This is an optimization exercise on Yosys and OpenROAD, whose aim is small area, not a production implementation. Function was checked by simulation only, so behaviour that the tests miss may differ from the original. Power is estimated from default activity; no workload was simulated.

==> cedar: inputs <==
==> flow/design.v (excerpt) <==
module Pong_cyclone2(
    input wire CLK,
    input wire RST_BTN,
    output wire VGA_HS_O,
    output wire VGA_VS_O,
    output wire [3:0] VGA_R,
    output wire [3:0] VGA_G,
    output wire [3:0] VGA_B,
    input key0,
    input key1,
    input key2,
    input key3,
    input startsig
    );
wire rst = ~RST_BTN;
function gt10(input [9:0] a, input [9:0] b);
    integer i; reg g;
    begin
        g = 1'b0;
        for (i = 0; i < 10; i = i + 1)
            g = (a[i] & ~b[i]) | (a[i] & g) | (~b[i] & g);
        gt10 = g;
    end
endfunction
function inr(input [9:0] a, input [9:0] b);
    integer i; reg br; reg [9:0] d;
    begin
        br = 1'b0;
        for (i = 0; i < 10; i = i + 1) begin
            d[i] = a[i] ^ b[i] ^ br;
            br = (~a[i] & b[i]) | (~a[i] & br) | (b[i] & br);
        end
        inr = ~br & (d[9:5] == 5'd0) & (d[4:0] != 5'd0) & (d[4:0] < 5'd20);
    end
endfunction
function [9:0] step10(input [9:0] p, input en, input up);
    integer i; reg t;
    begin
        t = en;
        for (i = 0; i < 10; i = i + 1) begin
            step10[i] = p[i] ^ t;
            t = t & ~(p[i] ^ up);
        end
    end
endfunction
reg [10:0] u;
reg [9:0]  v;
wire [9:0] xr = u[10:1];
wire blank = u[10] & u[9] & (u[8] | (u[7] & u[6]));    
wire eol   = u[10] & ~u[9] & u[8] & u[0];               
wire v525  = v[9] & v[3] & v[2] & v[0];                 
always @(posedge CLK)
    if (rst)
        u <= 11'd1727;
    else if (eol)
        u <= 11'd1728;
    else
        u <= u + 11'd1;
always @(posedge CLK)
    if (rst | (v525 & u[0]))
        v <= 10'd0;
    else if (eol)
        v <= v + 10'd1;
assign VGA_HS_O = ~((u >= 11'd1760) & (u < 11'd1952));
assign VGA_VS_O = ~((v >= 10'd490) & (v < 10'd492));
wire vb = v[9] | (v[8] & v[7] & v[6] & v[5]);
wire [8:0] y = vb ? 9'd479 : v[8:0];
reg [2:0] s1, ns1;
reg gos, nsgo, sgo;
wire ss   = s1[2] & ~s1[0];
wire go2  = s1[2] & s1[0];
  ...
clock: 10.0 ns
lec_check: 0
cap_margin: 20
core_margin: 2
core_utilization: 40
slew_margin: 20
standard.sh (not shown) runs the stock make flow with config.mk's settings and CLKGATE_MAP_FILE= SYNTH_SCRIPT=/design/flow/synth_recipe.tcl, a recipe that flattens the netlist after the stock synthesis.
==> flow/flow/run.sh <==
#!/bin/bash
# Layout flow: the standard synthesis, then the combinational cells of its
# netlist are re-mapped for area with ABC (flip-flops kept as they are), then
# the standard layout from floorplan to finish, with a leaner clock tree.
# Each tool writes its full output to a log of its own in this folder.
set -euo pipefail
W=$PWD
LIB=$FLOW_HOME/platforms/sky130hd/lib/sky130_fd_sc_hd__tt_025C_1v80.lib
R=$W/orfs/results/sky130hd/Pong_cyclone2/base

# 1. standard synthesis
bash standard.sh synth > log_1_synth.log 2>&1

# 2. re-map the combinational logic for area
cp $R/1_2_yosys.v $W/synth_standard.v
python3 flow/unmap.py $LIB $W/synth_standard.v $W/remap_in.v > log_2_unmap.log 2>&1
DONT_USE=$(sed -n '/^export DONT_USE_CELLS/,/^#/p' $FLOW_HOME/platforms/sky130hd/config.mk \
  | grep -o 'sky130_fd_sc_hd__[a-z0-9_]*' | sed 's/^/-dont_use /' | tr '\n' ' ')
cat > $W/remap.ys <<YS
read_liberty -lib $LIB
read_verilog $W/remap_in.v
hierarchy -check -top $FLOW_TOP
proc
opt_expr
techmap
opt -fast
abc -liberty $LIB $DONT_USE -script $W/flow/remap.abc
opt_clean -purge
hilomap -singleton -hicell sky130_fd_sc_hd__conb_1 HI -locell sky130_fd_sc_hd__conb_1 LO
splitnets
opt_clean -purge
stat -liberty $LIB
check -assert -mapped
write_verilog -noattr -nohex -nodec $W/remap_out.v
YS
yosys -s $W/remap.ys > log_3_remap.log 2>&1
cp $W/remap_out.v $R/1_2_yosys.v
rm -f $R/1_synth.odb $R/1_synth.sdc
bash standard.sh synth > log_4_synth_odb.log 2>&1

# 3. standard layout, with a clock tree without dummy loads
bash standard.sh \
  "CTS_ARGS=-sink_clustering_enable -repair_clock_nets -dont_use_dummy_load -buf_list sky130_fd_sc_hd__clkbuf_8 -sink_clustering_size 30 -sink_clustering_max_diameter 100" \
  finish > log_5_layout.log 2>&1
==> flow/flow/remap.abc <==
strash
&get -n
&st
&deepsyn -T 60
&put
dch -f
amap
topo
Other scripts of this flow, unchanged in this note and not shown: flow/flow/unmap.py
==> inputs of sierra, as changes to cedar <==
==> flow/flow/run.sh (replaced) <==
#!/bin/bash
# Layout flow: the standard synthesis, then the combinational cells of its
# netlist are re-mapped for area with ABC (flip-flops kept as they are, with
# their names and cell types), then the standard layout from floorplan to
# finish, with a leaner clock tree. Each tool writes its full output to a log
# of its own in this folder.
set -euo pipefail
W=$PWD
LIB=$FLOW_HOME/platforms/sky130hd/lib/sky130_fd_sc_hd__tt_025C_1v80.lib
R=$W/orfs/results/sky130hd/Pong_cyclone2/base

# 1. standard synthesis
bash standard.sh synth > log_1_synth.log 2>&1

# 2. re-map the combinational logic for area: eight ABC runs with different
#    random seeds (four at a time), the smallest result is kept
cp $R/1_2_yosys.v $W/synth_standard.v
python3 flow/unmap.py $LIB $W/synth_standard.v $W/remap_in.v > log_2_unmap.log 2>&1
DONT_USE=$(sed -n '/^export DONT_USE_CELLS/,/^#/p' $FLOW_HOME/platforms/sky130hd/config.mk \
  | grep -o 'sky130_fd_sc_hd__[a-z0-9_]*' | sed 's/^/-dont_use /' | tr '\n' ' ')
for S in 1 2 3 4 5 6 7 8; do
  sed "s/SEED/$S/" flow/remap.abc > $W/remap_$S.abc
  cat > $W/remap_$S.ys <<YS
read_liberty -lib $LIB
read_verilog $W/remap_in.v
hierarchy -check -top $FLOW_TOP
proc
opt_expr
techmap
opt -fast
abc -liberty $LIB $DONT_USE -script $W/remap_$S.abc
opt_clean -purge
hilomap -singleton -hicell sky130_fd_sc_hd__conb_1 HI -locell sky130_fd_sc_hd__conb_1 LO
splitnets
opt_clean -purge
tee -o $W/remap_$S.stat stat -liberty $LIB
check -assert -mapped
write_verilog -noattr -nohex -nodec $W/remap_out_$S.v
YS
  yosys -s $W/remap_$S.ys > log_3_remap_$S.log 2>&1 &
  if (( S % 4 == 0 )); then wait; fi
done
wait
best=""
best_area=""
for S in 1 2 3 4 5 6 7 8; do
  if [[ -s $W/remap_out_$S.v ]] && grep -q "Chip area" $W/remap_$S.stat; then
    a=$(grep "Chip area" $W/remap_$S.stat | awk '{print $NF}')
    echo "seed $S: area $a" >> log_3_remap_pick.log
    if [[ -z "$best" ]] || awk "BEGIN{exit !($a < $best_area)}"; then best=$S; best_area=$a; fi
  fi
done
echo "picked seed $best ($best_area)" >> log_3_remap_pick.log
if [[ -n "$best" ]]; then
  cp $W/remap_out_$best.v $R/1_2_yosys.v
  rm -f $R/1_synth.odb $R/1_synth.sdc
  bash standard.sh synth > log_4_synth_odb.log 2>&1
fi

# 3. standard layout, with a clock tree of small buffers and no dummy loads
bash standard.sh \
  "CTS_ARGS=-sink_clustering_enable -repair_clock_nets -dont_use_dummy_load -root_buf sky130_fd_sc_hd__clkbuf_16 -buf_list sky130_fd_sc_hd__clkbuf_4 -sink_clustering_size 30 -sink_clustering_max_diameter 100" \
  "BUFFER_PORTS_ARGS=-buffer_cell sky130_fd_sc_hd__buf_1" \
  finish > log_5_layout.log 2>&1
==> flow/flow/remap.abc (replaced) <==
strash
&get -n
&st
&deepsyn -J 40 -T 400 -S SEED
&put
dch -f
amap -F 2 -A 30
topo
CORE_UTILIZATION = 55   (was 40)
==> inputs of juniper, as changes to cedar <==
==> flow/flow/run.sh (replaced) <==
#!/bin/bash
# Layout flow: the standard synthesis, then the combinational cells of its
# netlist are re-mapped for area with ABC (flip-flops kept as they are, with
# their names and cell types), then the standard layout from floorplan to
# finish, with a leaner clock tree. Each tool writes its full output to a log
# of its own in this folder.
set -euo pipefail
W=$PWD
LIB=$FLOW_HOME/platforms/sky130hd/lib/sky130_fd_sc_hd__tt_025C_1v80.lib
R=$W/orfs/results/sky130hd/Pong_cyclone2/base

# 1. standard synthesis
bash standard.sh synth > log_1_synth.log 2>&1

# 2. re-map the combinational logic for area: four ABC runs with different
#    random seeds, the smallest result is kept
cp $R/1_2_yosys.v $W/synth_standard.v
python3 flow/unmap.py $LIB $W/synth_standard.v $W/remap_in.v > log_2_unmap.log 2>&1
DONT_USE=$(sed -n '/^export DONT_USE_CELLS/,/^#/p' $FLOW_HOME/platforms/sky130hd/config.mk \
  | grep -o 'sky130_fd_sc_hd__[a-z0-9_]*' | sed 's/^/-dont_use /' | tr '\n' ' ')
for S in 1 2 3 4; do
  sed "s/SEED/$S/" flow/remap.abc > $W/remap_$S.abc
  cat > $W/remap_$S.ys <<YS
read_liberty -lib $LIB
read_verilog $W/remap_in.v
hierarchy -check -top $FLOW_TOP
proc
opt_expr
techmap
opt -fast
abc -liberty $LIB $DONT_USE -script $W/remap_$S.abc
opt_clean -purge
hilomap -singleton -hicell sky130_fd_sc_hd__conb_1 HI -locell sky130_fd_sc_hd__conb_1 LO
splitnets
opt_clean -purge
tee -o $W/remap_$S.stat stat -liberty $LIB
check -assert -mapped
write_verilog -noattr -nohex -nodec $W/remap_out_$S.v
YS
  yosys -s $W/remap_$S.ys > log_3_remap_$S.log 2>&1 &
done
wait
best=""
best_area=""
for S in 1 2 3 4; do
  if [[ -s $W/remap_out_$S.v ]] && grep -q "Chip area" $W/remap_$S.stat; then
    a=$(grep "Chip area" $W/remap_$S.stat | awk '{print $NF}')
    echo "seed $S: area $a" >> log_3_remap_pick.log
    if [[ -z "$best" ]] || awk "BEGIN{exit !($a < $best_area)}"; then best=$S; best_area=$a; fi
  fi
done
echo "picked seed $best ($best_area)" >> log_3_remap_pick.log
if [[ -n "$best" ]]; then
  cp $W/remap_out_$best.v $R/1_2_yosys.v
  rm -f $R/1_synth.odb $R/1_synth.sdc
  bash standard.sh synth > log_4_synth_odb.log 2>&1
fi

# 3. standard layout, with a clock tree of small buffers and no dummy loads
bash standard.sh \
  "CTS_ARGS=-sink_clustering_enable -repair_clock_nets -dont_use_dummy_load -root_buf sky130_fd_sc_hd__clkbuf_8 -buf_list {sky130_fd_sc_hd__clkbuf_4 sky130_fd_sc_hd__clkbuf_8} -sink_clustering_size 30 -sink_clustering_max_diameter 100" \
  "BUFFER_PORTS_ARGS=-buffer_cell sky130_fd_sc_hd__buf_1" \
  finish > log_5_layout.log 2>&1
==> flow/flow/remap.abc (replaced) <==
strash
&get -n
&st
&deepsyn -J 40 -T 400 -S SEED
&put
dch -f
amap -F 2 -A 30
topo
==> comparison table <==
Result of the run: juniper timing/DRC/antenna clean; sierra timing/DRC/antenna clean; cedar timing/DRC/antenna clean
R2R Path End: juniper ply1[8]; sierra pry1[8]; cedar pry1[7]
Instance area at placement: juniper 0.00738 mm2; sierra 0.00725 mm2; cedar 0.00747 mm2
Latest clock arrival within the worst-skew pair: juniper 0.44 ns; sierra 0.38 ns; cedar 0.44 ns
Critical path data required time: juniper 10.36 ns; sierra 10.29 ns; cedar 10.36 ns
Multi-Input Combinational: juniper 752; sierra 731; cedar 766
Signal arrival time at the worst endpoint: juniper 6.11 ns; sierra 5.85 ns; cedar 7.04 ns
Worst setup path endpoint: juniper ply1[8]; sierra pry1[8]; cedar pry1[7]
Floorplan die area: juniper 0.0186 mm2; sierra 0.0135 mm2; cedar 0.0186 mm2
Y dimension of the die: juniper 136 um; sierra 116 um; cedar 136 um
Grt met2 use: juniper 0.391; sierra 0.476; cedar 0.383
Met1 Wirelength: juniper 11.1 mm; sierra 9.74 mm; cedar 10.6 mm
First-pass GRT wire length: juniper 38.4 mm; sierra 35.4 mm; cedar 37.5 mm
Sw Pwr: juniper 288 uW; sierra 260 uW; cedar 277 uW
Vias in the first global route: juniper 7160; sierra 6970; cedar 7056
Area inside the core boundary: juniper 0.0172 mm2; sierra 0.0122 mm2; cedar 0.0172 mm2
CP Max Fanout: juniper 31; sierra 27; cedar 27

-- separate check: timing with driven ports --
No port has a modelled driver above. Below, the same layouts with a new extraction and two added sets of constraints. Step 1 (the two cells are an assumption about what drives the block):
set clk [get_ports {CLK}]
set_driving_cell -lib_cell sky130_fd_sc_hd__clkbuf_16 $clk
set_driving_cell -lib_cell sky130_fd_sc_hd__buf_2 [delete_from_list [all_inputs] $clk]
Step 2 adds t to the input delays and takes it off the output delays; t is the mean of the earliest and latest rising clock arrival at the registers after step 1. Input paths then give back, and output paths get back, about the clock's delay inside the block. a / b / c = ideal / step 1 / step 2; a / b = the first two.
run | t, ns | setup slack, ns | worst register clock-pin slew, ns | worst data-port slew with drivers (ns)
cedar | 0.472 | 3.326 / 3.326 / 3.326 | 0.08 / 0.08 | 0.03
sierra | 0.398 | 4.440 / 4.440 / 4.440 | 0.12 / 0.12 | 0.03
juniper | 0.464 | 4.245 / 4.245 / 4.245 | 0.07 / 0.07 | 0.04
After both steps every run listed still meets setup and hold.
